This design comes from an exercise in tuning for small area and a short achievable clock period on the open sky130 flow, not from production work. The RTL was checked by simulation tests, not by an equivalence proof against the original design. Power figures rest on the tool's default switching activity, not on a simulated workload.

--- run.sh ---
#!/bin/bash
# synth_recipe.tcl (not shown) runs the flow's synth.tcl, then flattens the netlist and writes it again
# the make line also repeats each setting of config.mk as NAME=value (left out here)
make -C /OpenROAD-flow-scripts/flow DESIGN_CONFIG=/design/flow/config.mk WORK_HOME=/design/flow/orfs CLKGATE_MAP_FILE= SYNTH_SCRIPT=/design/flow/synth_recipe.tcl finish
--- constraint.sdc ---
create_clock -name core_clock -period 6.5 [get_ports {clk}]
set_input_delay 1.3000 -clock core_clock [delete_from_list [all_inputs] [get_ports {clk}]]
set_output_delay 1.3000 -clock core_clock [all_outputs]
set_load 0.01 [all_outputs]
--- config.mk ---
export PLATFORM = sky130hd
export DESIGN_NAME = sort2in1
export DESIGN_NICKNAME = sort2in1
export VERILOG_FILES = /design/flow/design.v
export SDC_FILE = /design/flow/constraint.sdc
export NUM_CORES = 4
export LEC_CHECK = 0
export CAP_MARGIN = 20
export CORE_MARGIN = 2
export CORE_UTILIZATION = 40
export SLEW_MARGIN = 20
--- design.v ---
module sort2in1 
#(parameter W =12 ) 
(
    input clk,
    input synrst,
    input DataEn,
    input [W-1:0]DataIn,
    output     [W-1:0] DataMax,
    output reg [W+4-1:0]DataSumOut
    );
    reg [W-1:0]R00;
    reg [W-1:0]R01;
    reg [W-1:0]R02;
    reg [W-1:0]R03;
    reg [W-1:0]R04;
    reg [W-1:0]R05;
    reg [W-1:0]R06;
    reg [W-1:0]R07;
    reg [W-1:0]R08;
    reg [W-1:0]R09;
    reg [W-1:0]R10;
    reg [W-1:0]R11;
    reg [W-1:0]R12;
    reg [W-1:0]R13;
    reg [W-1:0]R14;
    reg [W-1:0]R15;
    reg [W-1:0]R00_next;
    reg [W-1:0]R01_next;
    reg [W-1:0]R02_next;
    reg [W-1:0]R03_next;
    reg [W-1:0]R04_next;
    reg [W-1:0]R05_next;
    reg [W-1:0]R06_next;
    reg [W-1:0]R07_next;
    reg [W-1:0]R08_next;
    reg [W-1:0]R09_next;
    reg [W-1:0]R10_next;
    reg [W-1:0]R11_next;
    reg [W-1:0]R12_next;
    reg [W-1:0]R13_next;
    reg [W-1:0]R14_next;
    reg [W-1:0]R15_next;
assign DataMax=R15;
always@(posedge clk)
    if(synrst)begin
        R00<=0;
        R01<=0;
        R02<=0;
        R03<=0;
        R04<=0;
        R05<=0;
        R06<=0;
        R07<=0;
        R08<=0;
        R09<=0;
        R10<=0;
        R11<=0;
        R12<=0;
        R13<=0;
        R14<=0;
        R15<=0;
    end
    else if(DataEn)begin
        R00<=R00_next;
        R01<=R01_next;
        R02<=R02_next;
        R03<=R03_next;
        R04<=R04_next;
        R05<=R05_next;
        R06<=R06_next;
        R07<=R07_next;
        R08<=R08_next;
        R09<=R09_next;
        R10<=R10_next;
        R11<=R11_next;
        R12<=R12_next;
        R13<=R13_next;
        R14<=R14_next;
        R15<=R15_next;
    end
wire  R00_flag=DataIn>=R00;
wire  R01_flag=DataIn>=R01;
wire  R02_flag=DataIn>=R02;
wire  R03_flag=DataIn>=R03;
wire  R04_flag=DataIn>=R04;
wire  R05_flag=DataIn>=R05;
wire  R06_flag=DataIn>=R06;
wire  R07_flag=DataIn>=R07;
wire  R08_flag=DataIn>=R08;
wire  R09_flag=DataIn>=R09;
wire  R10_flag=DataIn>=R10;
wire  R11_flag=DataIn>=R11;
wire  R12_flag=DataIn>=R12;
wire  R13_flag=DataIn>=R13;
wire  R14_flag=DataIn>=R14;
wire  R15_flag=DataIn>=R15;
wire R00_shift_flag;
wire R01_shift_flag;
wire R02_shift_flag;
wire R03_shift_flag;
wire R04_shift_flag;
wire R05_shift_flag;
wire R06_shift_flag;
wire R07_shift_flag;
wire R08_shift_flag;
wire R09_shift_flag;
wire R10_shift_flag;
wire R11_shift_flag;
wire R12_shift_flag;
wire R13_shift_flag;
wire R14_shift_flag;
wire R15_shift_flag;
assign  R00_shift_flag=R01_shift_flag | R01_flag;
assign  R01_shift_flag=R02_shift_flag | R02_flag;
assign  R02_shift_flag=R03_shift_flag | R03_flag;
assign  R03_shift_flag=R04_shift_flag | R04_flag;
assign  R04_shift_flag=R05_shift_flag | R05_flag;
assign  R05_shift_flag=R06_shift_flag | R06_flag;
assign  R06_shift_flag=R07_shift_flag | R07_flag;
assign  R07_shift_flag=R08_shift_flag | R08_flag;
assign  R08_shift_flag=R09_shift_flag | R09_flag;
assign  R09_shift_flag=R10_shift_flag | R10_flag;
assign  R10_shift_flag=R11_shift_flag | R11_flag;
assign  R11_shift_flag=R12_shift_flag | R12_flag;
assign  R12_shift_flag=R13_shift_flag | R13_flag;
assign  R13_shift_flag=R14_shift_flag | R14_flag;
assign  R14_shift_flag=R15_shift_flag | R15_flag;
assign  R15_shift_flag=1'b0;
always @(*)                                     		 if(R15_flag)  R15_next = DataIn ; else R15_next=R15;
always @(*)  if(R14_shift_flag)  R14_next=R15;  else if(R14_flag)  R14_next = DataIn ; else R14_next=R14;
always @(*)  if(R13_shift_flag)  R13_next=R14;  else if(R13_flag)  R13_next = DataIn ; else R13_next=R13;
always @(*)  if(R12_shift_flag)  R12_next=R13;  else if(R12_flag)  R12_next = DataIn ; else R12_next=R12;
always @(*)  if(R11_shift_flag)  R11_next=R12;  else if(R11_flag)  R11_next = DataIn ; else R11_next=R11;
always @(*)  if(R10_shift_flag)  R10_next=R11;  else if(R10_flag)  R10_next = DataIn ; else R10_next=R10;
always @(*)  if(R09_shift_flag)  R09_next=R10;  else if(R09_flag)  R09_next = DataIn ; else R09_next=R09;
always @(*)  if(R08_shift_flag)  R08_next=R09;  else if(R08_flag)  R08_next = DataIn ; else R08_next=R08;
always @(*)  if(R07_shift_flag)  R07_next=R08;  else if(R07_flag)  R07_next = DataIn ; else R07_next=R07;
always @(*)  if(R06_shift_flag)  R06_next=R07;  else if(R06_flag)  R06_next = DataIn ; else R06_next=R06;
always @(*)  if(R05_shift_flag)  R05_next=R06;  else if(R05_flag)  R05_next = DataIn ; else R05_next=R05;
always @(*)  if(R04_shift_flag)  R04_next=R05;  else if(R04_flag)  R04_next = DataIn ; else R04_next=R04;
always @(*)  if(R03_shift_flag)  R03_next=R04;  else if(R03_flag)  R03_next = DataIn ; else R03_next=R03;
always @(*)  if(R02_shift_flag)  R02_next=R03;  else if(R02_flag)  R02_next = DataIn ; else R02_next=R02;
always @(*)  if(R01_shift_flag)  R01_next=R02;  else if(R01_flag)  R01_next = DataIn ; else R01_next=R01;
always @(*)  if(R00_shift_flag)  R00_next=R01;  else if(R00_flag)  R00_next = DataIn ; else R00_next=R00;
wire [W:0] s_0;
wire [W:0] s_1;
wire [W:0] s_2;
wire [W:0] s_3;
wire [W:0] s_4;
wire [W:0] s_5;
wire [W:0] s_6;
wire [W:0] s_7;
assign s_0={1'b0,R15}+{1'b0,R00};
assign s_1={1'b0,R14}+{1'b0,R01};
assign s_2={1'b0,R13}+{1'b0,R02};
assign s_3={1'b0,R12}+{1'b0,R03};
assign s_4={1'b0,R11}+{1'b0,R04};
assign s_5={1'b0,R10}+{1'b0,R05};
assign s_6={1'b0,R09}+{1'b0,R06};
assign s_7={1'b0,R08}+{1'b0,R07};
wire [W+1:0] s0_0;
wire [W+1:0] s0_1;
wire [W+1:0] s0_2;
wire [W+1:0] s0_3;
assign s0_0={1'b0,s_0}+{1'b0,s_7};
assign s0_1={1'b0,s_1}+{1'b0,s_6};
assign s0_2={1'b0,s_2}+{1'b0,s_5};
assign s0_3={1'b0,s_3}+{1'b0,s_4};
wire [W+2:0] s1_0;
wire [W+2:0] s1_1;
assign s1_0={1'b0,s0_0}+{1'b0,s0_3};
assign s1_1={1'b0,s0_1}+{1'b0,s0_2};
wire [W+3:0] s2_0;                   
assign s2_0={1'b0,s1_0}+{1'b0,s1_1}; 
always @(posedge clk)
	if(synrst)
		DataSumOut<='b0;
	else
		DataSumOut<=s2_0;
endmodule
==> run summary, run 1 <==
- Outcome: timing/DRC/antenna clean
- Final routed wirelength across all metal layers: 57.6 mm
- Before antenna repair, the detailed router went through 6 iterations.
- Summing all multi-input logic gate instances after layout gives 12,400 um2.
- Portion of the clock cycle consumed by the worst path in the final layout: 93.5%
- TritonCTS built the clock tree.
- STA classifies the critical path endpoint as a register.
* Average via count per standard cell: 5.57
* Synth warnings: 1
- Horizontal die dimension: 219 um
- Number of H-tree levels: 1
- Once layout is complete, the utilization of the core stands at 45.4%.
- Mapped Area: 18,500 um2
- Relative to the synthesized area, the layout overhead comes to 11.7%.
* Final net count: 2,535
- During I/O placement, the number of pins put on the boundary was 43.
- Clock-pin slew was measured on the worst setup and hold paths at 0.06 ns.
* Share of the synthesized area in the top cell type: 22.5%
- The routed layout has 15,354 vias.
- Post-Route Skew: 0.0206 ns
* Flip-flop count of the largest register, all copies and words added: 16
- Across every metal layer, demand over resource in global routing totals 24.5%.
* Transition time at the pin with the least slew margin: 1.04 ns
* Count of buffer and inverter cells on the critical path: 4
* Layout fillers: 4,456
* Most used DFF post-synth: dfxtp_1
- Largest register by flop count: DataSumOut
- The largest total area in the synthesized netlist belongs to dfxtp_1.
- In the layout the commonest cells are inv_1 (375), nor2_1 (220), ha_1 (217).
- In this run the most used layer during global routing was met2.
- Detailed placement finished with a half-perimeter wire length of 43.8 mm.
* WP data arrival: 6.50 ns
* Final Hold Fails: 0
- Number of inserted diodes: 0
- Each instance of the synthesized netlist takes up on average 8.70 um2.
- For this run, the register share of the synthesized area comes to 22.5%.
- From bottom edge to top edge, the die measures 219 um.
- Async set-or-reset flop fraction in the synthesized netlist: 0%
- The clock drives 208 sinks.
- Cell-by-cell trace of the critical path: fa_1, inv_1, fa_1, inv_1, fa_1, inv_1, fa_1, fa_1, inv_1, fa_1, ha_1, fa_1, a21o_1, a21oi_1, o21bai_1, a2111o_1, a41oi_1, o21ai_0, xnor2_1, nor2_1
- The worst setup path is of the register to register kind.
* Number of DRC violations after detailed-routing iteration 0: 1,150
- Hold-fix buffer count after cts: 0
- Buffer cell driving the clock tree root: clkbuf_16
- Total clock buffers created by CTS: 27
- By instance count, the cell type seen most on the critical path is fa_1.
- Summed over all cells, the static leakage comes to 9.27 nW.
* Synth unique cells: 70
- Setup violations remaining at the end of the flow were counted as 0.
- Post-CTS timing repair inserted 0 buffers for setup.
- Number of antenna violations at the first check in global routing: 1
- Standard cell with the maximum stage delay on the critical path: fa_1
* Worst relative slew slack: 30.9%
- Once detail routing completed, the nets flagged for antenna violations numbered 0.
- Yosys attributes the largest share of cell area to dfxtp_1 (22%), fa_1 (18%), ha_1 (15%).
- The clock reaches the later pin of the worst-skew pair after 0.57 ns.
* Setup TNS after final layout: 0 ns
- Unrepaired setup endpoints after global routing: false
- Of the cells placed in the final design, the portion with a size suffix greater than 1 is 6.86%.
- In the final routed layout, each cell accounts on average for 20.9 um.
- GRT met3 Usage: 2.86%
- After clock tree synthesis, the repair step resized 0 gates.
* Row cnt: 78
* Maximum net fanout on the critical path: 4
* Met1 track demand over resource: 33.2%
- Initial cell density of the core: 40.6%
- Counting flops with a built-in enable in the synthesized netlist gives 0.
- Power Density: 398 nW/um2
* F_max: 0.165 GHz
- No sink is reached through more buffers than the 3 on the longest clock path.
- Most common library cell in the layout ignoring fill and taps: inv_1
- The first global-routing pass estimated 90.5 mm of wire.
- For met2 alone, demand over resource in global routing was 40.9%.
- Nature of the critical path startpoint: register
- Delay of the slowest cell on the worst path: 0.58 ns
- Entering global routing, the biggest net connects 94 pins.
* Peak supply drop: 0.000654 V
- Number of global-route vias before repair: 15,447
- The synthesized design contains 208 register bits.
* Total gr overflow: 0
* Placeable Area: 45,600 um2
* Gpl congestion: 0.916
* Drc violations: 0
- Endpoint required time on the critical path: 6.92 ns
* Number of instances in the synthesized netlist: 2,128
- Number of max-slew violations in the final report: 0
* Worst path top cell family by delay: adder cells
* Port bufs: 42
* Sequential Area: 4160 um2
* Minimum period implied by the final worst setup slack: 6.08 ns
- The floorplan step defined a die boundary enclosing 48,000 um2.
* Worst hold path type: register to register
* Max cap viols: 0
where the power goes:
part	total, W	switching (W)	internal [W]
combinational	0.00507	0.00290	0.00217
sequential	0.00156	0.000119	0.00144
clock	0.00161	0.000641	0.000970
per-layer routing:
layer	share of wire, %	up-vias
met1	44	7469
met5	0	-
met4	3.3	0
met2	47	475
li1	-	7305
met3	5.8	105
synth_stat cells (5+ instances only):
cell	n
inv_1	375
nor2_1	220
ha_1	217
dfxtp_1	208
fa_1	164
a21oi_1	162
mux2i_1	99
o21ai_0	93
clkbuf_1	85
a211oi_1	82
nand2_1	70
a311oi_1	48
nand3_1	35
nor3_1	33
a41oi_1	26
buf_2	21
a21o_1	16
buf_1	14
nor2b_1	14
o211ai_1	13
o221a_2	12
o311a_1	11
a31oi_1	7
xor2_1	7
nand4_1	6
o2111ai_1	6
a221oi_1	5
buf_6	5
nand2b_1	5
tightest hold or removal path, cell delays in order, from the launching register on:
cell      delay, ns
dfxtp_1        0.32
nand2_1        0.06
a311oi_1       0.08
stage by stage:
stage	setup slack, ns	power [W]	instance area (um2)	hold WS [ns]	instances
after global placement	0.470	0.00668	19700	0.485	2709
after CTS	0.390	0.00833	20700	0.496	2758
after detailed placement	0.408	0.00668	19700	0.488	2709
after global routing	0.0615	0.00911	20700	0.510	2759
final	0.425	0.00824	20700	0.497	2759
after floorplan	0.797	0.00531	18500	0.468	2128
layout make-up:
class	count	share of cell area, %
clock buffer	40	4.08
multi-input combinational	1417	60.2
sequential	208	20.1
tap	600	3.63
clock inverter	9	0.472
timing repair buffer	110	4.70
inverter	375	6.81
kinds of logic after synthesis:
kind of cell    synth area share [%]
flops                           22.5
xor+xnor                       0.520
fa+ha+maj                       32.4
mux                             5.41
simple gates                    9.92
compound gates                  18.7
buf+inv                         10.6
path summary, 6_finish.rpt:
| kind | startpoint | endpoint | slack, ns | depth (start not counted) |
|---|---|---|---|---|
| worst min register to register | R11[1]$_SDFFE_PP0P_ | R10[1]$_SDFFE_PP0P_ | 0.50 | 2 |
| worst min-delay path | R11[1]$_SDFFE_PP0P_ | R10[1]$_SDFFE_PP0P_ | 0.50 | 2 |
| worst max register to register | R09[2]$_SDFFE_PP0P_ | DataSumOut[14]$_SDFF_PP0_ | 0.42 | 20 |
| worst max-delay path | R09[2]$_SDFFE_PP0P_ | DataSumOut[14]$_SDFF_PP0_ | 0.42 | 20 |
==> run 2, diff against run 1 <==
==> design.v (replaced) <==
module sort2in1
#(parameter W = 12)
(
    input clk,
    input synrst,
    input DataEn,
    input [W-1:0] DataIn,
    output [W-1:0] DataMax,
    output reg [W+4-1:0] DataSumOut
);
    reg [W-1:0] Rn [0:15];
    wire [W-1:0] R [0:15];
    reg [W-1:0] Delta;
    wire [16:0] flag;
    assign flag[16] = 1'b0;
    wire go = DataEn & ~synrst;
    genvar i;
    generate
        for (i = 0; i < 16; i = i + 1) begin : g_slot
            assign flag[i] = DataIn >= R[i];
            wire [W-1:0] up = (i == 15) ? {W{1'b0}} : R[(i == 15) ? 15 : i + 1];
            wire s_up   = go & flag[i+1];
            wire s_in   = go & flag[i] & ~flag[i+1];
            wire s_hold = ~synrst & ~(DataEn & flag[i]);
            assign R[i] = ~Rn[i];
            always @(posedge clk)
                Rn[i] <= ~(({W{s_up}} & up) | ({W{s_in}} & DataIn) | ({W{s_hold}} & R[i]));
        end
    endgenerate
    assign DataMax = R[15];
    always @(posedge clk)
        if (synrst || !(DataEn && flag[0]))
            Delta <= {W{1'b0}};
        else
            Delta <= DataIn - R[0];
    always @(posedge clk)
        if (synrst)
            DataSumOut <= {(W+4){1'b0}};
        else
            DataSumOut <= DataSumOut + {4'b0, Delta};
endmodule
==> run 2 against run 1 <==
Compared with the run above:
- non-clock buffer count decreased by 41
- synthesized cell count decreased by 34%
- routed wire length decreased by 40%
- clock skew decreased by 0.0086 ns
- via count decreased by 30%
- count of clock-buffer cells in the layout decreased by 2
- critical endpoint is now Rn[0][6]$_DFF_P_
- largest cell class unchanged
- largest power group is now registers
==> run summary, run 2 <==
- The flow ran to the end and the layout has no timing, DRC or antenna violations.
- Maximum net fanout on the critical path: 17 (+13)
* Endpoint required time on the critical path: 6.89 ns (-0.03 ns)
- The transition time at the pin with the least slew margin is 1.10 ns (+0.0601 ns).
* Delay of the slowest cell on the worst path: 0.84 ns (+0.26 ns)
* Number of H-tree levels: 1 (unchanged)
* WP data arrival: 4.81 ns (-1.69 ns)
* Minimum period implied by the final worst setup slack: 4.42 ns (-1.65 ns)
- Worst R2R End: Rn[1][5]$_DFF_P_
* Setup slack of the most critical reg-to-reg path: 3.50 ns (+3.08 ns)
- The worst setup path is launched from a primary input.
- The via count of the first global-routing pass is 10,746 (-30%).
* Tightest hold margin: 0.494 ns (-0.00346 ns)
- The largest registers in the layout are Rn: 192 flops, DataSumOut: 16 flops, Delta: 12 flops.
* Flip-flop count of the largest register, all copies and words added: 192 (+176)
* Most used DFF post-synth: dfxtp_1
- The clock latency at the later pin of the worst-skew pair was 0.54 ns (-0.03 ns).
- The complex-gate fraction of the synthesized area is 28.0% (+9.3 points).
* Kind of critical path: primary input to register
- Wire per inst: 18.8 um (-9.8%)
* Gpl congestion: 0.784 (-14%)
- Final net count: 1,649 (-35%)
* Synth unique cells: 59 (-16%)
* Largest net degree at the start of global routing: 29 (-69%)
* Average cell area after synthesis: 9.02 um2 (+3.7%)
- The number of optimization iterations in the first detailed-route pass was 5 (-1).
- The width of the die came to 182 um (-17%).
* Portion of the clock cycle consumed by the worst path in the final layout: 68.0% (-25 points)
- Multiplexer fraction of the synthesized cell area: 0.0886% (-5.3 points)
- Reg clk slew, reported paths: 0.06 ns (about the same)
* Worst relative slew slack: 26.5% (-4.3 points)
- The worst supply voltage drop on vdd is 0.000222 V (-66%).
- Overall track demand over capacity in global routing: 20.9% (-3.7 points)
- The hold buffer count at CTS came to 0 (unchanged).
* Post-synth top area cell: dfxtp_1
- The synthesized flop and latch total is 220 (+5.8%).
- The routed via count is 10,774 (-30%).
- Number of DRC violations after detailed-routing iteration 0: 529 (-54%)
- The global-route wire length before repair came to 56.9 mm (-37%).
* Worst hold path type: register to register
* Port bufs: 42 (unchanged)
* F_max: 0.226 GHz (+37%)
- Count of cells along the worst register-to-register path: 9 (-55%)
- Number of instances in the synthesized netlist: 1,409 (-34%)
* Hold Path Stages: 2 (unchanged)
* Synthesized-area fraction occupied by xor and xnor cells: 1.31% (+0.79 points)
* Synth warnings: 2 (+1)
* Count of buffers added by post-CTS timing repair for setup: 0 (unchanged)
- Post-synthesis share of cell area spent on and, or, nand and nor gates: 10.1% (+0.18 points)
- Max cap viols: 0 (unchanged)
- Count of buffer and inverter cells on the critical path: 4 (unchanged)
* Power Density: 270 nW/um2 (-32%)
- Cell area reported after detailed placement: 13,400 um2 (-32%)
* Row cnt: 65 (-17%)
- The share of the synthesized area in the top cell type came to 34.6% (+12 points).
- Ranked by flip-flop count, first place goes to Rn.
- Number of max-slew violations in the final report: 0 (unchanged)
* Most Frequent Cell on Critical Path: a21oi_1
* Endpoint type of the worst setup path: register
- Arithmetic-cell share of the synthesized area counting full adders, half adders and majority gates: 20.4% (-12 points)
* Standard cell with the maximum stage delay on the critical path: a21oi_1
- The total detailed-routing wirelength came to 34.8 mm (-40%).
- Worst path top cell family by delay: compound AO/OA/AOI/OAI gates
- The total negative slack for setup checks was 0 ns (unchanged).
- After synthesis, the largest family of logic cells by area is compound AO/OA/AOI/OAI gates.
- Reg-to-Reg Start: Rn[1][0]$_DFF_P_
- The overall die height came to 182 um (-17%).
* Growth of design area from synthesis to finish: 12.9%
- Final antenna-violating net count: 0 (unchanged)
* Placeable Area: 31,400 um2 (-31%)
- The half-perimeter wire length after placement is 24.2 mm (-45%).
- The cell area after synthesis is 12,700 um2 (-31%).
- The count of flip-flops with a built-in enable after synthesis came to 0 (unchanged).
* I/O Pins: 43 (unchanged)
- The final antenna diode count came to 0 (unchanged).
- Static power due to leakage: 6.05 nW (-35%)
* Average via count per standard cell: 5.83 (+4.8%)
- Setup repair after global routing left no endpoint under its margin.
- The worst setup skew after layout is 0.0120 ns (-0.00861 ns).
- The total clock sinks is 220 (+5.8%).
- Cell total after placement: 1,802 (-33%)
- Yosys attributes the largest share of cell area to dfxtp_1 (35%), ha_1 (20%), a21oi_1 (7.1%).
- Most common library cell in the layout ignoring fill and taps: dfxtp_1
* Cell area after layout: 14,400 um2 (-31%)
* Number of antenna violations at the first check in global routing: 0 (-1)
* Buffer cell driving the clock tree root: clkbuf_16
* Most common library cells after synthesis: dfxtp_1 (220), ha_1 (204), a21oi_1 (180), nor2_1 (154), o22ai_1 (97)
- Commonest cells after routing, fill and taps aside: dfxtp_1 (220), ha_1 (204), a21oi_1 (180)
* Longest Clk Path Bufs: 3 (unchanged)
* Hold Startpoint: Rn[13][1]$_DFF_P_
* Number of failing setup endpoints in the final timing report: 0 (unchanged)
- Part of the Yosys area used for sequential elements: 34.6% (+12 points)
* Initial cell density of the core: 40.5% (-0.14 points)
- Most frequent cell after synthesis: dfxtp_1
- Total gr overflow: 0 (unchanged)
- Non-filler instance count after layout: 1,848 (-33%)
- Post-cts gate resize count: 0 (unchanged)
- Async set-or-reset flop fraction in the synthesized netlist: 0% (unchanged)
- The signal on the critical path passes through clkdlybuf4s50_1, buf_4, inv_1, ha_1, inv_1, fa_1, a21o_1, a21oi_1, a2111o_1, o211ai_1, nand2_1, a21oi_1, a21oi_1.
* Total clock buffers created by CTS: 26 (-3.7%)
- TritonCTS built the clock tree.
- Die Area: 33,200 um2 (-31%)
- The count of final hold-check violations came to 0 (unchanged).
- Fraction of layout cells with a size suffix above 1: 8.92% (+2.1 points)
- The number of design rule violations left after detail routing is 0 (unchanged).
- For hold timing, the worst endpoint is Rn[13][1]$_DFF_P_.
run 2: cell count changes after synthesis, sizes merged, moves of 25 or more:
cell / before / now
inv: 375 / 93
fa: 164 / 2
mux2i: 99 / 0
o22ai: 4 / 97
a221oi: 5 / 84
a211oi: 82 / 11
nor2: 220 / 155
o21ai: 94 / 38
a311oi: 48 / 1
clkbuf: 86 / 40
nand3: 36 / 8
a41oi: 26 / 1
run 2: worst reg2reg max path: stages, from the launching register on:
cell      delay (ns)
dfxtp_1         0.33
inv_1           0.06
ha_1            0.26
nand2b_1        0.11
a21o_1          0.13
a211oi_1        0.08
o21ai_1         0.24
nand3_1         0.47
a21oi_1         0.93
a221oi_1        0.20
run 2: area by class of cell:
cell class | count | area [um2]
sequential | 220 | 4400
multi-input combinational | 1018 | 7620
inverter | 93 | 349
timing repair buffer | 69 | 573
clock inverter | 8 | 115
fill | 3030 | 17000
clock buffer | 38 | 787
tap | 402 | 503
run 2: worst max path at each step:
stage | start | endpoint | slack, ns | cells past startpoint
finish | DataIn[0] | Rn[0][6]$_DFF_P_ | 2.08 | 13
global route | DataIn[0] | Rn[0][10]$_DFF_P_ | 1.77 | 13
CTS | DataIn[0] | Rn[0][6]$_DFF_P_ | 2.14 | 13
detailed placement | DataIn[0] | Rn[0][6]$_DFF_P_ | 1.57 | 13
global placement | DataIn[0] | Rn[13][5]$_DFF_P_ | 1.47 | 12
floorplan | DataIn[0] | Delta[10]$_SDFF_PP0_ | 2.46 | 13
run 2: cells by family after synthesis:
family | count (synthesis)
fa+ha+maj | 206
mux | 1
buf+inv | 171
compound gates | 504
flops | 220
xor+xnor | 19
simple gates | 288
run 2: routing by layer:
metal	track usage (%)	up-vias	wire (um)
li1	-	5318	-
met1	26.9	5196	16000
met2	36.7	198	16700
met3	2.49	62	1220
met4	5.94	0	922
met5	0	-	0
run 2: per-stage QoR:
step,utilization [%],total power [W],worst slack (ns)
after floorplan,-,0.00212,2.46
after detailed placement,42.8,0.00235,1.57
after global placement,42.8,0.00233,1.47
after global routing,45.7,0.00408,1.77
after CTS,45.7,0.00390,2.14
final,45.7,0.00387,2.08
run 2: power by group:
group          internal, W  leakage [nW]  switching (W)
sequential         0.00146          1.80      0.0000988
combinational     0.000320          3.80       0.000446
clock             0.000951         0.450       0.000591
==> run 3, diff against run 2 <==
--- a/design.v
+++ b/design.v
@@ -11,13 +11,32 @@
     reg [W-1:0] Rn [0:15];
     wire [W-1:0] R [0:15];
     reg [W-1:0] Delta;
+    function automatic ge12(input [11:0] a, input [11:0] b);
+        reg [11:0] g, l;
+        reg [5:0] g1, l1;
+        reg [2:0] g2, l2;
+        integer k;
+        begin
+            g = a & ~b;
+            l = ~a & b;
+            for (k = 0; k < 6; k = k + 1) begin
+                g1[k] = g[2*k+1] | (~l[2*k+1] & g[2*k]);
+                l1[k] = l[2*k+1] | (~g[2*k+1] & l[2*k]);
+            end
+            for (k = 0; k < 3; k = k + 1) begin
+                g2[k] = g1[2*k+1] | (~l1[2*k+1] & g1[2*k]);
+                l2[k] = l1[2*k+1] | (~g1[2*k+1] & l1[2*k]);
+            end
+            ge12 = g2[2] | (~l2[2] & (g2[1] | (~l2[1] & ~l2[0])));
+        end
+    endfunction
     wire [16:0] flag;
     assign flag[16] = 1'b0;
     wire go = DataEn & ~synrst;
     genvar i;
     generate
         for (i = 0; i < 16; i = i + 1) begin : g_slot
-            assign flag[i] = DataIn >= R[i];
+            assign flag[i] = ge12(DataIn, R[i]);
             wire [W-1:0] up = (i == 15) ? {W{1'b0}} : R[(i == 15) ? 15 : i + 1];
             wire s_up   = go & flag[i+1];
             wire s_in   = go & flag[i] & ~flag[i+1];
==> run 3 against run 2 <==
Compared with the run above:
- synthesized cell count grew 20%
- routed wire length grew 34%
- clock power about the same
- critical path depth fell by 4
- critical path type unchanged
- critical endpoint is now Rn[10][9]$_DFF_P_
- largest power group is now the clock network
==> run summary, run 3 <==
- Total clock buffers created by CTS: 25 (-3.8%)
* Clock latency at the later pin of the worst-skew pair: 0.54 ns (about the same)
* Commonest cells after routing, fill and taps aside: dfxtp_1 (220), nor2_1 (192), inv_1 (150)
* Final Hold Fails: 0 (unchanged)
- Most used DFF post-synth: dfxtp_1
* Max cap viols: 0 (unchanged)
- Worst hold path type: register to register
* Total gr overflow: 0 (unchanged)
* Hold-fix buffer count after cts: 0 (unchanged)
- The worst supply voltage drop on vdd came to 0.000203 V (-8.5%).
- The maximum number of pins on one net before global-route repair is 55 (+90%).
- The share of post-route cells with drive strength above 1 came to 10.0% (+1.1 points).
- In this run the clock root is driven by a clkbuf_16.
* Most common library cells after synthesis: dfxtp_1 (220), nor2_1 (194), inv_1 (150), nand2_1 (115), a21oi_1 (85)
- The worst setup path is of the primary input to register kind.
- The power per cell area was 225 nW/um2 (-17%).
- Wire per inst: 21.8 um (+16%)
- The leakage dissipation came to 6.07 nW (+0.33%).
- The stage delay of the slowest cell on the critical path was 0.86 ns (+0.02 ns).
- Reg clk slew, reported paths: 0.06 ns (about the same)
- The total clock sinks is 220 (unchanged).
- Minimum period implied by the final worst setup slack: 4.94 ns (+0.523 ns)
- Overall track demand over capacity in global routing: 25.7% (+4.8 points)
- The highest metal layer carrying signal wires in the routed design is met4.
- Routed length on met3: 3.49 mm (+190%)
- Reg-to-Reg Start: Rn[10][1]$_DFF_P_
* Largest registers: Rn: 192 flops, DataSumOut: 16 flops, Delta: 12 flops
- Transition time at the pin with the least slew margin: 1.09 ns (-0.0102 ns)
* Pre-Repair DR Iteration Count: 7 (+2)
- Most frequent cell after synthesis: dfxtp_1
* Initial cell density of the core: 40.4% (-0.13 points)
- Final total power: 0.00334 W (-14%)
- The number of vias per cell after detailed routing was 6.35 (+9.0%).
* Die Area: 35,200 um2 (+5.8%)
- Among all stages on the critical path, the largest delay is contributed by a21oi_1.
* Cell-by-cell trace of the critical path: clkdlybuf4s50_1, inv_2, a221oi_2, a31oi_1, o211ai_1, a31oi_1, nor2_2, a21oi_1, a221oi_1
- Maximum net fanout on the critical path: 23 (+6)
* Area contributors post-synth: dfxtp_1 (33%), nor2_1 (5.4%), a221oi_1 (4.9%)
- Share of the synthesized area in the top cell type: 32.7% (-1.9 points)
- The count of port buffers added during placement came to 42 (unchanged).
- Worst setup path end: Rn[10][9]$_DFF_P_
- Outcome: timing/DRC/antenna clean
- Broken down by cell family, the worst path's largest delay share belongs to compound AO/OA/AOI/OAI gates.
* Post-cts gate resize count: 0 (unchanged)
- The synthesized flop and latch total is 220 (unchanged).
* Die Y-Extent: 187 um (+2.9%)
- Count of buffers added by post-CTS timing repair for setup: 0 (unchanged)
- Flip-flop count of the largest register, all copies and words added: 192 (unchanged)
- The last weighted congestion value of the routability-driven placer is 0.877 (+12%).
- Number of DRC violations after detailed-routing iteration 0: 1,207 (+130%)
* Number of max-slew violations in the final report: 0 (unchanged)
- Row cnt: 67 (+3.1%)
- Count of cells along the worst register-to-register path: 8 (-1)
* Portion of the clock cycle consumed by the worst path in the final layout: 76.1% (+8.0 points)
- Average cell area after synthesis: 7.94 um2 (-12%)
- The logic depth of the worst setup path including buffers was 9 (-4).
- The register with the most flip-flops in the final layout is Rn.
- I/O Pins: 43 (unchanged)
* Async set-or-reset flop fraction in the synthesized netlist: 0% (unchanged)
* TritonCTS clock tree: built
- The setup violation total in the final timing report was 0 (unchanged).
- STA classifies the critical path endpoint as a register.
- The total detailed-routing wirelength is 46.5 mm (+34%).
- The highest clock frequency the design can meet is 0.202 GHz (-11%).
- Horizontal die dimension: 187 um (+2.9%)
- Number of inserted diodes: 0 (unchanged)
- Growth of design area from synthesis to finish: 10.4%
- Final antenna-violating net count: 0 (unchanged)
- The total negative slack for setup checks is 0 ns (unchanged).
- Count of buffer and inverter cells on the critical path: 2 (-2)
- The routed metal-1 wirelength is 20.2 mm (+27%).
- The worst max-slew margin expressed relative to the limit was 27.0% (+0.53 points).
- By instance count, the cell type seen most on the critical path is a31oi_1.
- The worst setup skew after layout is 0.0229 ns (+0.0109 ns).
- Synth warnings: 2 (unchanged)
- Most common library cell in the layout ignoring fill and taps: dfxtp_1
- Critical Path Start: DataIn[7]
- The data required time of the worst path was 6.87 ns (-0.02 ns).
* First-pass GRT wire length: 72.0 mm (+27%)
- The deepest clock path buffer count is 3 (unchanged).
- Worst R2R End: Rn[10][9]$_DFF_P_
- Setup slack of the most critical reg-to-reg path: 2.93 ns (-0.57 ns)
- Part of the Yosys area used for sequential elements: 32.7% (-1.9 points)
- Number of global-route vias before repair: 12,521 (+17%)
* Unrepaired setup endpoints after global routing: false
* Number of antenna violations at the first check in global routing: 0 (unchanged)
* Placeable Area: 33,400 um2 (+6.3%)
- The cell area after synthesis came to 13,500 um2 (+5.9%).
* Number of instances in the synthesized netlist: 1,697 (+20%)
* Post-DP HPWL: 31.9 mm (+32%)
- Summed over all instances, the cell type with the most area after synthesis is dfxtp_1.
* Drc violations: 0 (unchanged)
* Nature of the critical path startpoint: primary input
- The count of flip-flops with a built-in enable after synthesis came to 0 (unchanged).
- The number of nets in the finished design is 1,719 (+4.2%).
* Number of H-tree levels: 1 (unchanged)
* WP data arrival: 5.31 ns (+0.50 ns)
- Via count of the routed design: 13,536 (+26%)
- The wire length on met2 came to 20.9 mm (+25%).
* Synth unique cells: 77 (+31%)
==> run 3: how the worst min path moves through the flow <==
stage                             startpoint                  to  slack (ns)  cells past startpoint
after global routing      Rn[15][11]$_DFF_P_  Rn[15][11]$_DFF_P_        0.52                      2
after global placement    Rn[15][11]$_DFF_P_  Rn[15][11]$_DFF_P_        0.48                      2
after floorplan           Rn[15][11]$_DFF_P_  Rn[15][11]$_DFF_P_        0.45                      2
after CTS                 Rn[15][11]$_DFF_P_  Rn[15][11]$_DFF_P_        0.49                      2
final                     Rn[15][11]$_DFF_P_  Rn[15][11]$_DFF_P_        0.49                      2
after detailed placement  Rn[15][11]$_DFF_P_  Rn[15][11]$_DFF_P_        0.48                      2
==> run 3: kinds of logic after synthesis <==
family                     share of synthesized area [%]
AOI/OAI and AO/OA                                   33.7
and+or+nand+nor                                     17.8
buffers and inverters                               9.75
DFF                                                 32.7
adders and majority gates                           4.78
xor gates and xnor gates                           0.976
muxes                                              0.242
==> run 3: layout make-up <==
cell class	count	area, um2
well taps	448	561
clock inverters	5	128
fillers	3330	18500
repair buffers	77	653
clock buffers	39	768
inverters	158	593
flip-flops and latches	220	4400
multi-input cells	1184	7760
==> run 3: tightest hold or removal path, stage by stage, from the launching register on <==
cell and delay, ns:
dfxtp_1 0.33, nand2_1 0.07, nand2_1 0.05
==> run 3: through the flow <==
stage | std cells | hold slack (ns) | setup WS (ns) | utilization, % | instance area, um2
finish | 2131 | 0.491 | 1.56 | 44.6 | 14900
global placement | 2087 | 0.482 | 1.26 | 41.9 | 14000
global route | 2131 | 0.520 | 1.28 | 44.6 | 14900
detailed placement | 2087 | 0.477 | 1.18 | 41.9 | 14000
CTS | 2131 | 0.487 | 1.72 | 44.6 | 14900
floorplan | 1697 | 0.449 | 2.68 | - | 13500
==> run 3: where the power goes <==
group	total [W]	internal (W)	switching, W	leakage (nW)
clock	0.00155	0.000964	0.000585	0.435
combinational	0.000386	0.000121	0.000264	3.84
sequential	0.00140	0.00138	0.0000261	1.79
==> run 3: layer usage <==
metal | GRT usage [%] | up-vias
met5 | 0 | -
met4 | 9.96 | 0
met3 | 3.11 | 123
met2 | 41.8 | 614
met1 | 34.8 | 6436
li1 | - | 6363
==> run 4, diff against run 3 <==
==> design.v (replaced) <==
module s2i_ge #(parameter W = 12) (
    input  [W-1:0] a,
    input  [W-1:0] bn,
    output         ge
);
    wire [11:0] g = a & bn;
    wire [11:0] l = ~a & ~bn;
    wire [5:0] g1, l1;
    wire [2:0] g2, l2;
    genvar k;
    generate
        for (k = 0; k < 6; k = k + 1) begin : g_l1
            assign g1[k] = g[2*k+1] | (~l[2*k+1] & g[2*k]);
            assign l1[k] = l[2*k+1] | (~g[2*k+1] & l[2*k]);
        end
        for (k = 0; k < 3; k = k + 1) begin : g_l2
            assign g2[k] = g1[2*k+1] | (~l1[2*k+1] & g1[2*k]);
            assign l2[k] = l1[2*k+1] | (~g1[2*k+1] & l1[2*k]);
        end
    endgenerate
    assign ge = g2[2] | (~l2[2] & (g2[1] | (~l2[1] & ~l2[0])));
endmodule
module s2i_sel #(parameter W = 12) (
    input          s_up,
    input          s_in,
    input          s_hold,
    input  [W-1:0] up,
    input  [W-1:0] din,
    input  [W-1:0] cur,
    output [W-1:0] nxt_n
);
    assign nxt_n = ~(({W{s_up}} & up) | ({W{s_in}} & din) | ({W{s_hold}} & cur));
endmodule
module sort2in1
#(parameter W = 12)
(
    input clk,
    input synrst,
    input DataEn,
    input [W-1:0] DataIn,
    output [W-1:0] DataMax,
    output reg [W+4-1:0] DataSumOut
);
    reg  [W-1:0] Rn [0:15];
    wire [W-1:0] R  [0:15];
    reg  [W-1:0] Delta;
    wire [16:0] flag;
    assign flag[16] = 1'b0;
    wire go = DataEn & ~synrst;
    genvar i;
    generate
        for (i = 0; i < 16; i = i + 1) begin : g_slot
            wire [W-1:0] nxt_n;
            wire [W-1:0] up = (i == 15) ? {W{1'b0}} : R[(i == 15) ? 15 : i + 1];
            assign R[i] = ~Rn[i];
            s2i_ge #(.W(W)) u_ge (.a(DataIn), .bn(Rn[i]), .ge(flag[i]));
            s2i_sel #(.W(W)) u_sel (
                .s_up(go & flag[i+1]),
                .s_in(go & flag[i] & ~flag[i+1]),
                .s_hold(~synrst & ~(DataEn & flag[i])),
                .up(up), .din(DataIn), .cur(R[i]), .nxt_n(nxt_n));
            always @(posedge clk)
                Rn[i] <= nxt_n;
        end
    endgenerate
    assign DataMax = R[15];
    always @(posedge clk)
        if (synrst || !(DataEn && flag[0]))
            Delta <= {W{1'b0}};
        else
            Delta <= DataIn - R[0];
    always @(posedge clk)
        if (synrst)
            DataSumOut <= {(W+4){1'b0}};
        else
            DataSumOut <= DataSumOut + {4'b0, Delta};
endmodule
--- a/config.mk
+++ b/config.mk
@@ -8,4 +8,6 @@
 export CAP_MARGIN = 20
 export CORE_MARGIN = 2
 export CORE_UTILIZATION = 40
+export SETUP_SLACK_MARGIN = 3.5
 export SLEW_MARGIN = 20
+export SYNTH_HIERARCHICAL = 1
==> run 4 against run 3 <==
Compared with the run above:
- hold slack better by 0.013 ns
- fmax up 58%
- non-clock buffer count up 96
- count of clock-buffer cells in the layout up 1
- power up 7.1%
- final area up 17%
- clock power down 6%
- cell count down 4.7%
- flip-flop and latch count unchanged
- synthesized cell count down 15%
- critical path type unchanged
- largest cell class unchanged
- largest power group unchanged
==> run summary, run 4 <==
- The count of fill cells added during filler insertion came to 2,724 (-18%).
- Clock latency at the later pin of the worst-skew pair: 0.54 ns (about the same)
- Die Y-Extent: 183 um (-2.6%)
* Final Hold Fails: 0 (unchanged)
- The post-layout minimum cycle time was 3.12 ns (-1.82 ns).
- Horizontal die dimension: 183 um (-2.6%)
- The sequential fraction of the synthesis area was 34.5% (+1.8 points).
- The tree is rooted in a clkbuf_16.
- Via count of the routed design: 13,766 (+1.7%)
- The last weighted congestion value of the routability-driven placer came to 0.832 (-5.1%).
* Worst R2R End: Rn[4][1]$_DFF_P_
- Number of inserted diodes: 0 (unchanged)
* Kind of critical path: primary input to register
- The number of nets in the finished design was 1,651 (-4.0%).
- Async set-or-reset flop fraction in the synthesized netlist: 0% (unchanged)
- Tightest hold margin: 0.504 ns (+0.0132 ns)
- The number of distinct library cell variants in the gate-level netlist after synthesis came to 54 (-30%).
- The most critical setup path has its endpoint at Rn[4][1]$_DFF_P_.
* Post-DP HPWL: 25.6 mm (-20%)
* Proportion of total power due to net switching: 28.5% (+2.3 points)
* Placeable Area: 31,500 um2 (-5.7%)
* Endpoint type of the worst setup path: register
* Most common library cell in the layout ignoring fill and taps: dfxtp_1
- Worst relative slew slack: 49.0% (+22 points)
- The number of optimization iterations in the first detailed-route pass came to 12 (+5).
* Nature of the critical path startpoint: primary input
* Part of the total power dissipated in sequential elements: 40.6% (-1.5 points)
- Commonest cells after routing, fill and taps aside: dfxtp_1 (220), inv_1 (211), a222oi_1 (192)
- Number of global-route vias before repair: 12,490 (-0.25%)
- Unrepaired setup endpoints after global routing: true
- The minimum setup slack among reg-to-reg paths came to 4.00 ns (+1.07 ns).
* Post-synth top area cell: dfxtp_1
- Ranked by instance count, the synthesized netlist is headed by dfxtp_1 (220), inv_1 (211), a222oi_1 (192), a21oi_1 (124), o21ai_0 (120).
* Largest register by flop count: Rn
- The data required time of the worst path is 6.91 ns (+0.04 ns).
- The total clock sinks is 220 (unchanged).
* Area contributors post-synth: dfxtp_1 (34%), a222oi_1 (15%), inv_1 (6.2%)
* First-pass GRT wire length: 66.2 mm (-8.1%)
- Setup TNS after final layout: 0 ns (unchanged)
* Count of flip-flops with a built-in enable after synthesis: 0 (unchanged)
- The cell count after placement is 1,862 (-11%).
* Fraction of layout cells with a size suffix above 1: 23.4% (+13 points)
* Wire per inst: 23.4 um (+7.0%)
- The deepest clock path buffer count was 3 (unchanged).
- Port bufs: 42 (unchanged)
- The max-slew violation count is 0 (unchanged).
- Worst hold path type: register to register
- Number of antenna violations at the first check in global routing: 0 (unchanged)
* Number of DRC violations after detailed-routing iteration 0: 2,029 (+68%)
- WP data arrival: 3.53 ns (-1.78 ns)
- The most critical setup path has its startpoint at DataIn[0].
- Peak supply drop: 0.000210 V (+3.3%)
- Number of instances in the synthesized netlist: 1,443 (-15%)
* Overall track demand over capacity in global routing: 24.2% (-1.5 points)
- The clock buffer count from CTS is 26 (+4.0%).
- Hold-fix buffer count after cts: 0 (unchanged)
- The share of the synthesized area in the top cell type came to 34.5% (+1.8 points).
- The starting density of the core was 40.6% (+0.19 points).
- Count of cells along the worst register-to-register path: 9 (+1)
- The largest registers in the layout are Rn: 192 flops, DataSumOut: 16 flops, Delta: 12 flops.
* Portion of the clock cycle consumed by the worst path in the final layout: 48.0% (-28 points)
- The internal power summed over all cells is 0.00256 W (+3.8%).
* Reg clk slew, reported paths: 0.06 ns (about the same)
- TritonCTS clock tree: built
- Number of failing setup endpoints in the final timing report: 0 (unchanged)
- Final routed wirelength across all metal layers: 47.4 mm (+2.0%)
- The maximum number of pins on one net before global-route repair came to 70 (+27%).
* Static power due to leakage: 7.64 nW (+26%)
* Seq cells post-synth: 220 (unchanged)
* Number of H-tree levels: 1 (unchanged)
* Reg-to-Reg Start: Rn[4][1]$_DFF_P_
- F_max: 0.321 GHz (+58%)
- Among all flip-flop cells after synthesis, the most frequent one is dfxtp_1.
* Most frequent cell after synthesis: dfxtp_1
- Outcome: timing/DRC/antenna clean
- Die Area: 33,400 um2 (-5.1%)
* Final antenna-violating net count: 0 (unchanged)
* Switching power summed over all nets: 0.00102 W (+17%)
- Share of power burned in the clock network: 40.9% (-5.5 points)
* Max cap viols: 0 (unchanged)
* I/O Pins: 43 (unchanged)
- The fraction of power consumed by combinational cells came to 18.4% (+6.8 points).
- Average cell area after synthesis: 8.85 um2 (+11%)
* Power Density: 205 nW/um2 (-8.7%)
- Non-filler instance count after layout: 2,030 (-4.7%)
* Mapped Area: 12,800 um2 (-5.2%)
* Post-Route Skew: 0.00852 ns (-0.0144 ns)
- Total gr overflow: 0 (unchanged)
* Drc violations: 0 (unchanged)
- Fraction of the core area covered by cells at the end of the flow: 55.4% (+11 points)
- Average via count per standard cell: 6.78 (+6.8%)
* Maximum net fanout on the critical path: 11 (-52%)
- Row cnt: 65 (-3.0%)
* Growth of design area from synthesis to finish: 36.6%
- The number of flip-flops under the largest register name is 192 (unchanged).
* Transition time at the pin with the least slew margin: 0.764 ns (-0.323 ns)
- The count of synthesis-stage warnings from yosys came to 9 (+7).
* Final total power: 0.00358 W (+7.1%)
[run 4: power groups by stage]
stage | combinational (W) | sequential, W | clock, W
floorplan | 0.000280 | 0.00147 | 0
global placement | 0.000454 | 0.00147 | 0
detailed placement | 0.000461 | 0.00147 | 0
CTS | 0.000554 | 0.00145 | 0.00147
global route | 0.000700 | 0.00146 | 0.00153
finish | 0.000659 | 0.00145 | 0.00146
[run 4: per-stage QoR]
stage          setup WS (ns)  instance area [um2]
3_3_place_gp            1.50                13600
2_1_floorplan           3.43                13100
5_1_grt                 3.35                17400
6_report                3.38                17400
3_5_place_dp            1.45                13600
4_1_cts                 3.42                16000
[run 4: kinds of logic (layout without fill, tap and decap cells)]
| group | after synthesis | in the layout | synth area share, % |
|---|---|---|---|
| compound gates | 723 | 723 | 43.7 |
| xor+xnor | 7 | 7 | 0.480 |
| fa+ha+maj | 41 | 41 | 3.98 |
| buf+inv | 267 | 429 | 9.90 |
| flops | 220 | 220 | 34.5 |
| mux | 8 | 8 | 0.686 |
| other cells | 1 | 15 | 0.0294 |
| simple gates | 176 | 185 | 6.73 |
[run 4: layout make-up]
type | count | area, um2 | area share, %
Clock buffer | 40 | 754 | 4.33
Timing Repair Buffer | 173 | 2430 | 13.9
Tap cell | 402 | 503 | 2.88
Sequential cell | 220 | 4400 | 25.2
Multi-Input combinational cell | 979 | 8490 | 48.7
Inverter | 211 | 792 | 4.54
Clock inverter | 5 | 75.1 | 0.430
[run 4: worst max-delay path, stage by stage]
cell,delay [ns]
buf_16,0.13
buf_16,0.16
o21ai_4,0.15
a211oi_2,0.09
a2111oi_2,0.40
o211ai_1,0.17
maj3_2,0.36
and2_4,0.16
nor2b_4,0.13
buf_12,0.13
a222oi_1,0.34
[run 4: worst min path at each step]
stage / startpoint / to / slack [ns] / cells after the start
2_1_floorplan: Rn[10][11]$_DFF_P_ / Rn[10][11]$_DFF_P_ / 0.46 / 2
3_3_place_gp: Rn[7][11]$_DFF_P_ / Rn[7][11]$_DFF_P_ / 0.48 / 2
3_5_place_dp: Rn[7][11]$_DFF_P_ / Rn[7][11]$_DFF_P_ / 0.49 / 2
4_1_cts: Rn[7][11]$_DFF_P_ / Rn[7][11]$_DFF_P_ / 0.50 / 2
5_1_grt: Rn[5][11]$_DFF_P_ / Rn[5][11]$_DFF_P_ / 0.53 / 2
6_report: Rn[13][11]$_DFF_P_ / Rn[13][11]$_DFF_P_ / 0.50 / 2
[run 4: routing by layer]
metal | track usage (%) | share of wire (%) | vias to the layer above
met4 | 8.55 | 3.9 | 0
met1 | 31.9 | 41 | 6771
met3 | 3.05 | 7.5 | 115
met5 | 0 | 0 | -
met2 | 40.7 | 47 | 638
li1 | - | - | 6242
[run 4: what timing repair did]
action	CTS	global route
cloned	15	20
pin swaps	57	151
resized for setup	171	123
setup endpoints to repair	204	186
buffers inserted	53	35
==> run 5, diff against run 4 <==
--- a/config.mk
+++ b/config.mk
@@ -8,6 +8,6 @@
 export CAP_MARGIN = 20
 export CORE_MARGIN = 2
 export CORE_UTILIZATION = 40
-export SETUP_SLACK_MARGIN = 3.5
+export SETUP_SLACK_MARGIN = 2.5
 export SLEW_MARGIN = 20
 export SYNTH_HIERARCHICAL = 1
==> run 5 against run 4 <==
Compared with the run above:
- still clean on timing, DRC and antenna
- power is 6.3% lower
- die area stayed put
- non-clock buffer count decreased by 116
- sequential share of layout area increased by 5.5 points
- hold slack got worse by 0.011 ns
- first-iteration DRC count shrank 16%
- register-to-register slack got worse by 0.42 ns
- count of clock-buffer cells in the layout shrank 1
- area after synthesis stayed put
- highest routed layer unchanged
==> run summary, run 5 <==
- Via count of the routed design: 12,398 (-9.9%)
- Area contributors post-synth: dfxtp_1 (34%), a222oi_1 (15%), inv_1 (6.2%)
- Maximum net fanout on the critical path: 49 (+38)
- Average cell area after synthesis: 8.85 um2 (unchanged)
- Endpoint type of the worst setup path: register
- Kind of critical path: primary input to register
- The number of optimization iterations in the first detailed-route pass came to 10 (-2).
* Horizontal die dimension: 183 um (unchanged)
* Fraction of the core area covered by cells at the end of the flow: 45.5% (-9.9 points)
* Cell Int Power: 0.00243 W (-5.1%)
* Die Area: 33,400 um2 (unchanged)
* Worst hold path type: register to register
* Final net count: 1,526 (-7.6%)
* Part of the Yosys area used for sequential elements: 34.5% (unchanged)
- Drc violations: 0 (unchanged)
- I/O Pins: 43 (unchanged)
- The number of antenna violations at the first check in global routing came to 0 (unchanged).
- In the final layout, the registers with the most flip-flops are Rn: 192 flops, DataSumOut: 16 flops, Delta: 12 flops.
- Switching power summed over all nets: 0.000923 W (-9.5%)
* Post-Route Skew: 0.0187 ns (+0.0101 ns)
- Nature of the critical path startpoint: primary input
- More flip-flops sit in one register than any other, and that register is Rn.
- The row count is 65 (unchanged).
* Endpoint required time on the critical path: 6.86 ns (-0.05 ns)
- The arrival time of data at the critical path endpoint was 4.17 ns (+0.64 ns).
- The half-perimeter wire length after placement is 24.9 mm (-2.5%).
- Port bufs: 42 (unchanged)
* Placeable Area: 31,500 um2 (unchanged)
- The global-route wire length before repair was 59.1 mm (-11%).
* Number of inserted diodes: 0 (unchanged)
- Count of buffers added by post-CTS timing repair for setup: 0 (-100%)
- Highest-utilization routing layer at the global route stage: met2
* Commonest cells after routing, fill and taps aside: dfxtp_1 (220), inv_1 (211), a222oi_1 (192)
- Average via count per standard cell: 6.51 (-4.0%)
* Final antenna-violating net count: 0 (unchanged)
- The total chip power is 0.00335 W (-6.3%).
- The cell area after synthesis came to 12,800 um2 (unchanged).
* Number of DRC violations after detailed-routing iteration 0: 1,708 (-16%)
- The fraction of met1 tracks used by global routing was 29.2% (-2.8 points).
- The met2 capacity usage during global routing was 36.2% (-4.4 points).
* Cell total after placement: 1,860 (-0.11%)
- Proportion of total power due to net switching: 27.5% (-0.97 points)
- Outcome: timing/DRC/antenna clean
- Setup repair after global routing left no endpoint under its margin.
- F_max: 0.263 GHz (-18%)
- Growth of design area from synthesis to finish: 12.2%
- GRT met3 Usage: 2.47% (-0.58 points)
* Clk sinks: 220 (unchanged)
* Seq cells post-synth: 220 (unchanged)
- Transition time at the pin with the least slew margin: 1.07 ns (+0.303 ns)
- By count the netlist is led by dfxtp_1 (220), inv_1 (211), a222oi_1 (192), a21oi_1 (124), o21ai_0 (120).
* Most used DFF post-synth: dfxtp_1
* Wire per inst: 19.4 um (-17%)
- The total detailed-routing wirelength is 37.0 mm (-22%).
* Count of flip-flops with a built-in enable after synthesis: 0 (unchanged)
- Synth unique cells: 54 (unchanged)
* Die Y-Extent: 183 um (unchanged)
* Worst relative slew slack: 28.9% (-20 points)
* Most common library cell in the layout ignoring fill and taps: dfxtp_1
- Part of the total power dissipated in sequential elements: 43.0% (+2.4 points)
* Count of cells along the worst register-to-register path: 7 (-2)
* Flip-flop count of the largest register, all copies and words added: 192 (unchanged)
- CTS placed an instance of clkbuf_16 at the clock tree root.
- The global-route usage over all layers is 21.3% (-2.9 points).
- Number of max-slew violations in the final report: 0 (unchanged)
- The clock transition time at the flip-flop clock pins of the worst setup and hold paths was 0.06 ns (about the same).
- Most frequent cell after synthesis: dfxtp_1
* Share of the synthesized area in the top cell type: 34.5% (unchanged)
- The final cycle utilization of the critical path came to 58.5% (+11 points).
- The overflow left after global routing is 0 (unchanged).
- The clock buffer count from CTS is 26 (unchanged).
- Clock latency at the later pin of the worst-skew pair: 0.54 ns (about the same)
* Non-filler instance count after layout: 1,905 (-6.2%)
* Number of global-route vias before repair: 11,384 (-8.9%)
- The minimum hold slack came to 0.492 ns (-0.0115 ns).
* Number of H-tree levels: 1 (unchanged)
- Longest Clk Path Bufs: 3 (unchanged)
* Hold Path Stages: 2 (unchanged)
- TritonCTS built the clock tree.
* Max cap viols: 0 (unchanged)
* Comb power frac: 13.7% (-4.7 points)
* Async set-or-reset flop fraction in the synthesized netlist: 0% (unchanged)
- The last weighted congestion value of the routability-driven placer is 0.826 (-0.70%).
- Peak supply drop: 0.000184 V (-12%)
- Largest net degree at the start of global routing: 99 (+41%)
- Number of failing setup endpoints in the final timing report: 0 (unchanged)
* Minimum period implied by the final worst setup slack: 3.80 ns (+0.685 ns)
- The count of final hold-check violations came to 0 (unchanged).
* Post-synth top area cell: dfxtp_1
- Setup TNS after final layout: 0 ns (unchanged)
- Synth warnings: 9 (unchanged)
- The clock share of power came to 43.3% (+2.4 points).
- The share of post-route cells with drive strength above 1 is 9.05% (-14 points).
- The number of cells produced by synthesis came to 1,443 (unchanged).
* Initial cell density of the core: 40.6% (unchanged)
- Static power due to leakage: 6.34 nW (-17%)
- Power Density: 234 nW/um2 (+14%)
## run 5: metrics by stage
step	worst slack, ns	area [um2]
floorplan	3.19	12800
finish	2.70	14300
CTS	2.50	14200
global route	2.51	14300
global placement	1.44	13300
detailed placement	1.32	13300
## run 5: what timing repair did
item / 4_1_cts / 5_1_grt
setup endpoints to repair: 193 / 193
gates resized for setup: 22 / 19
hold buffers: 0 / 0
hold endpoints to repair: 0 / 0
cloned: 0 / 0
## run 5: worst max-delay path: stages
cell       delay [ns]
clkbuf_4         0.34
o21ai_0          0.31
a211oi_1         0.11
a2111oi_1        0.53
o211ai_1         0.19
maj3_2           0.36
a21oi_1          0.81
a222oi_1         0.20
## run 5: area by class of cell
| cell class | instances | area [um2] |
|---|---|---|
| sequential | 220 | 4400 |
| tap | 402 | 503 |
| clock buffer | 39 | 779 |
| timing repair buffer | 57 | 524 |
| fill | 3087 | 17200 |
| multi-input combinational | 970 | 7250 |
| inverter | 211 | 792 |
| clock inverter | 6 | 72.6 |
## run 5: path summary, 6_finish.rpt
check,to,slack [ns],from
hold / removal,Rn[0][11]$_DFF_P_,0.49,Rn[0][11]$_DFF_P_
setup reg to reg,Rn[12][10]$_DFF_P_,3.58,Rn[12][1]$_DFF_P_
hold reg to reg,Rn[0][11]$_DFF_P_,0.49,Rn[0][11]$_DFF_P_
setup / recovery,Rn[12][10]$_DFF_P_,2.70,DataIn[0]
## run 5: logic make-up after synthesis
logic type	Yosys count	share of synthesized area, %
buffers and inverters	267	9.90
AOI/OAI and AO/OA	723	43.7
muxes	8	0.686
and+or+nand+nor	176	6.73
xor gates and xnor gates	7	0.480
DFF	220	34.5
other	1	0.0294
adders and majority gates	41	3.98
## run 5: layer usage
metal / vias to the layer above / wire length [um]
li1: 5957 / -
met1: 5984 / 16700
met5: - / 0
met4: 0 / 497
met3: 43 / 2390
met2: 414 / 17400
## run 5: power groups by stage
| stage | clock network (W) | registers, W | logic (W) |
|---|---|---|---|
| after floorplan | 0 | 0.00146 | 0.000268 |
| after global placement | 0 | 0.00147 | 0.000440 |
| after detailed placement | 0 | 0.00147 | 0.000447 |
| after CTS | 0.00148 | 0.00144 | 0.000450 |
| after global routing | 0.00153 | 0.00145 | 0.000503 |
| final | 0.00145 | 0.00144 | 0.000458 |
==> run 6, diff against run 5 <==
==> design.v (replaced) <==
module s2i_take #(parameter W = 12) (
    input          go,
    input  [W-1:0] a,
    input  [W-1:0] bn,
    output         take
);
    wire [W:0] c;
    assign c[0] = 1'b1;
    genvar k;
    generate
        for (k = 0; k < W; k = k + 1) begin : g_bit
            assign c[k+1] = (a[k] & bn[k]) | (a[k] & c[k]) | (bn[k] & c[k]);
        end
    endgenerate
    assign take = go & c[W];
endmodule
module s2i_sel #(parameter W = 12) (
    input          s_up,
    input          s_in,
    input          s_hold,
    input  [W-1:0] up,
    input  [W-1:0] din,
    input  [W-1:0] cur,
    output [W-1:0] nxt_n
);
    assign nxt_n = ~(({W{s_up}} & up) | ({W{s_in}} & din) | ({W{s_hold}} & cur));
endmodule
module sort2in1
#(parameter W = 12)
(
    input clk,
    input synrst,
    input DataEn,
    input [W-1:0] DataIn,
    output [W-1:0] DataMax,
    output reg [W+4-1:0] DataSumOut
);
    reg  [W-1:0] Rn [0:14];
    reg  [W-1:0] R15;
    wire [W-1:0] R  [0:15];
    wire [W-1:0] RnAll [0:15];
    reg  [W-1:0] Delta;
    wire [16:0] take;
    assign take[16] = 1'b0;
    wire go = DataEn & ~synrst;
    genvar i;
    generate
        for (i = 0; i < 15; i = i + 1) begin : g_slot
            wire [W-1:0] nxt_n;
            assign R[i] = ~Rn[i];
            assign RnAll[i] = Rn[i];
            s2i_sel #(.W(W)) u_sel (
                .s_up(take[i+1]),
                .s_in(take[i] & ~take[i+1]),
                .s_hold(~synrst & ~take[i]),
                .up(R[i+1]), .din(DataIn), .cur(R[i]), .nxt_n(nxt_n));
            always @(posedge clk)
                Rn[i] <= nxt_n;
        end
        for (i = 0; i < 16; i = i + 1) begin : g_cmp
            s2i_take #(.W(W)) u_take (.go(go), .a(DataIn), .bn(RnAll[i]), .take(take[i]));
        end
    endgenerate
    assign R[15] = R15;
    assign RnAll[15] = ~R15;
    always @(posedge clk)
        if (synrst)
            R15 <= {W{1'b0}};
        else if (take[15])
            R15 <= DataIn;
    assign DataMax = R15;
    always @(posedge clk)
        if (take[0])
            Delta <= DataIn - R[0];
        else
            Delta <= {W{1'b0}};
    always @(posedge clk)
        if (synrst)
            DataSumOut <= {(W+4){1'b0}};
        else
            DataSumOut <= DataSumOut + {4'b0, Delta};
endmodule
--- a/config.mk
+++ b/config.mk
@@ -8,6 +8,7 @@
 export CAP_MARGIN = 20
 export CORE_MARGIN = 2
 export CORE_UTILIZATION = 40
-export SETUP_SLACK_MARGIN = 2.5
+export CTS_BUF_LIST = sky130_fd_sc_hd__clkbuf_4 sky130_fd_sc_hd__clkbuf_8
+export SETUP_SLACK_MARGIN = 3.5
 export SLEW_MARGIN = 20
 export SYNTH_HIERARCHICAL = 1
==> run 6 against run 5 <==
Compared with the run above:
- critical path depth unchanged
- fmax is 30% higher
- largest cell class unchanged
- routed wire length down 5.3%
- via count fell by 9.5%
- hold slack worse by 0.0035 ns
- worst setup slack better by 0.88 ns
- critical path type unchanged
- count of clock-buffer cells in the layout up 25
- global-route usage increased by 1.2 points
- die area shrank 10%
- still clean
- critical endpoint is now Rn[0][10]$_DFF_P_
- power grew 20%
- combinational power up 110%
==> run summary, run 6 <==
- Fraction of layout cells with a size suffix above 1: 12.0% (+3.0 points)
- The cell area after synthesis came to 11,400 um2 (-11%).
* Largest registers: Rn: 180 flops, DataSumOut: 16 flops
- The xor and xnor fraction of the mapped netlist area was 0.691% (+0.21 points).
- The highest clock frequency the design can meet was 0.341 GHz (+30%).
- The routed via count was 11,224 (-9.5%).
* Number of DRC violations after detailed-routing iteration 0: 1,963 (+15%)
* Number of max-slew violations in the final report: 0 (unchanged)
* Power Density: 303 nW/um2 (+29%)
- The number of design rule violations left after detail routing is 0 (unchanged).
- Cell total after placement: 1,705 (-8.3%)
* Count of buffer and inverter cells on the critical path: 2 (+1)
- Total gr overflow: 0 (unchanged)
* Portion of the clock cycle consumed by the worst path in the final layout: 45.1% (-13 points)
- Static power due to leakage: 5.97 nW (-5.9%)
- The number of vias per cell after detailed routing is 6.30 (-3.2%).
* Part of the Yosys area used for sequential elements: 38.6% (+4.1 points)
- Multiplexer fraction of the synthesized cell area: 1.89% (+1.2 points)
- Longest Clk Path Bufs: 3 (unchanged)
* TritonCTS clock tree: built
- The last weighted congestion value of the routability-driven placer came to 0.824 (-0.28%).
- Compound-cell area share of the yosys netlist: 38.2% (-5.5 points)
* I/O Pins: 43 (unchanged)
- Transition time at the pin with the least slew margin: 0.899 ns (-0.168 ns)
- The root buffer cell chosen for the clock tree is clkbuf_8.
- The clock transition time at the flip-flop clock pins of the worst setup and hold paths was 0.06 ns (about the same).
* Arithmetic-cell share of the synthesized area counting full adders, half adders and majority gates: 2.88% (-1.1 points)
- Kind of critical path: primary input to register
- Nature of the critical path startpoint: primary input
* Post-synth top area cell: dfxtp_1
* Number of failing setup endpoints in the final timing report: 0 (unchanged)
* Seq cells post-synth: 220 (unchanged)
* Placeable Area: 27,900 um2 (-11%)
* Count of flip-flops with a built-in enable after synthesis: 0 (unchanged)
- The flow ran to the end and the layout has no timing, DRC or antenna violations.
- The overall die height was 173 um (-5.4%).
* Peak supply drop: 0.000130 V (-29%)
- Cell-by-cell trace of the critical path: buf_2, buf_4, a31oi_1, o21ai_0, o211ai_1, a31oi_2, nor2_1, a222oi_1
- The worst setup path is captured at a register.
- Async set-or-reset flop fraction in the synthesized netlist: 0% (unchanged)
- Minimum period implied by the final worst setup slack: 2.93 ns (-0.875 ns)
* Most used DFF post-synth: dfxtp_1
- Layout fillers: 2,770 (-10%)
* Number of H-tree levels: 2 (+1)
* Worst path top cell family by delay: compound AO/OA/AOI/OAI gates
- The average detailed-routed wire length per instance came to 19.7 um (+1.3%).
* Largest register by flop count: Rn
* Pre-Repair DR Iteration Count: 11 (+1)
- Delay of the slowest cell on the worst path: 0.73 ns (-0.08 ns)
- Post-DP HPWL: 23.0 mm (-7.9%)
- Share of the synthesized area in the top cell type: 38.6% (+4.1 points)
- The clock buffer count from CTS is 40 (+54%).
- The number of nets in the finished design was 1,419 (-7.0%).
- In the layout the commonest cells are dfxtp_1 (220), inv_1 (199), a222oi_1 (180).
- Maximum net fanout on the critical path: 29 (-41%)
* Largest net degree at the start of global routing: 66 (-33%)
- The total negative slack for setup checks came to 0 ns (unchanged).
- Final Worst Setup Slack: 3.57 ns (+0.875 ns)
- The width of the die was 173 um (-5.4%).
- Worst hold path type: register to register
- Endpoint required time on the critical path: 6.87 ns (about the same)
- The average footprint of a synthesized cell came to 8.72 um2 (-1.4%).
- The clock latency at the later pin of the worst-skew pair was 0.56 ns (+0.02 ns).
- Hold-fix buffer count after cts: 0 (unchanged)
* Number of instances in the synthesized netlist: 1,307 (-9.4%)
* WP data arrival: 3.30 ns (-0.87 ns)
* Port bufs: 42 (unchanged)
* Max cap viols: 0 (unchanged)
* Most frequent cell after synthesis: dfxtp_1
- Final routed wirelength across all metal layers: 35.1 mm (-5.3%)
* Initial cell density of the core: 40.8% (+0.25 points)
- The worst setup skew after layout came to 0.0315 ns (+0.0128 ns).
* Die Area: 29,900 um2 (-10%)
* Main combinational cell family by area after synthesis: compound AO/OA/AOI/OAI gates
* Area contributors post-synth: dfxtp_1 (39%), a222oi_1 (16%), inv_1 (6.6%)
* Overall track demand over capacity in global routing: 22.5% (+1.2 points)
* Most common library cell in the layout ignoring fill and taps: dfxtp_1
- The synthesized-area fraction occupied by and/or/nand/nor cells was 7.27% (+0.53 points).
* Synth warnings: 9 (unchanged)
* Flip-flop count of the largest register, all copies and words added: 180 (-6.3%)
- Setup repair after global routing could not meet its margin everywhere.
* Final Hold Fails: 0 (unchanged)
- The number of distinct library cell variants in the gate-level netlist after synthesis was 56 (+3.7%).
* Most common library cells after synthesis: dfxtp_1 (220), inv_1 (199), a222oi_1 (180), nor2_1 (120), o21ai_0 (102)
- The worst max-slew margin expressed relative to the limit is 39.9% (+11 points).
- Number of antenna violations at the first check in global routing: 1 (+1)
- Clk sinks: 220 (unchanged)
* Standard cell with the maximum stage delay on the critical path: nor2_1
- Row cnt: 61 (-6.2%)
- The final antenna diode count was 0 (unchanged).
- The number of nets with antenna violations after detailed routing was 0 (unchanged).
* First-pass GRT wire length: 56.0 mm (-5.3%)
- Number of global-route vias before repair: 10,403 (-8.6%)
- The placement-stage worst setup slack came to 2.15 ns (+0.833 ns).
- The final instance count without filler cells was 1,781 (-6.5%).
- Relative to the synthesized area, the layout overhead comes to 16.0%.
[run 6: cell count changes in the layout (fill, tap and decap cells not counted), moves of 18 or more]
cell and delta:
o211ai_1 -34, nor2_1 +59, a21oi_1 -29, a31oi_1 +28, o21ai_0 -19, o31ai_1 -18
nor3_1 -35, o22ai_1 +63, clkbuf_16 -25, a211oi_1 -49, clkbuf_8 +38
[run 6: worst min-delay path, delay by kind of cell (launching register included)]
kind / cells / cell delay, ns
flops: 1 / 0.31
compound gates: 1 / 0.06
buf+inv: 1 / 0.07
[run 6: final timing paths]
| check | to | slack [ns] | from | depth (start not counted) |
|---|---|---|---|---|
| max | Rn[0][10]$_DFF_P_ | 3.57 | DataIn[2] | 8 |
| min | Rn[4][1]$_DFF_P_ | 0.49 | Rn[4][1]$_DFF_P_ | 2 |
| max reg2reg | DataSumOut[14]$_SDFF_PP0_ | 4.20 | DataSumOut[0]$_SDFF_PP0_ | 7 |
| min reg2reg | Rn[4][1]$_DFF_P_ | 0.49 | Rn[4][1]$_DFF_P_ | 2 |
[run 6: what timing repair did]
item,in CTS,in global routing
setup endpoints to repair,193,181
gates resized for setup,50,29
gates cloned,0,1
pin swaps,1,2
buffers inserted,5,4
[run 6: per-stage QoR]
step	util (%)	hold WS [ns]	cell area (um2)	power, W
floorplan	-	0.454	11400	0.00236
global placement	43.1	0.478	12000	0.00264
detailed placement	43.1	0.485	12000	0.00266
CTS	46.7	0.493	13100	0.00400
global route	47.4	0.509	13200	0.00423
finish	47.4	0.489	13200	0.00400
[run 6: power breakdown]
group / total, W / switching, W / internal [W]
sequential: 0.00171 / 0.000169 / 0.00155
combinational: 0.000980 / 0.000573 / 0.000406
clock: 0.00131 / 0.000570 / 0.000739
total: 0.00400 / 0.00131 / 0.00269
[run 6: area by class of cell]
cell class	count	area, um2	share of cell area (%)
multi-input combinational	835	6000	45.3
sequential	220	4400	33.3
timing repair buffer	82	823	6.22
clock buffer	64	768	5.81
inverter	200	752	5.68
tap	378	473	3.58
clock inverter	2	10.0	0.0757
[run 6: metal layers]
metal  GRT usage, %  vias up  share of wire [%]
met3           4.86       57                 10
met5              0        -              0.031
met1           33.0     5310                 46
li1               -     5304                  -
met2           33.1      551                 43
met4           6.53        2                1.6
[run 6: kinds of logic (layout without fill, tap and decap cells)]
logic type	Yosys count	in the layout
and+or+nand+nor	190	190
DFF	220	220
AOI/OAI and AO/OA	591	591
adders and majority gates	25	25
xor gates and xnor gates	9	9
buffers and inverters	252	348
muxes	20	20

Setup slack of run 6, layout unchanged: 3.570 ns with ideal ports, 3.560 ns with driving cells assumed (clock clkbuf_16, inputs buf_2), 3.006 ns with port delays also shifted by the 0.587 ns mid clock arrival.
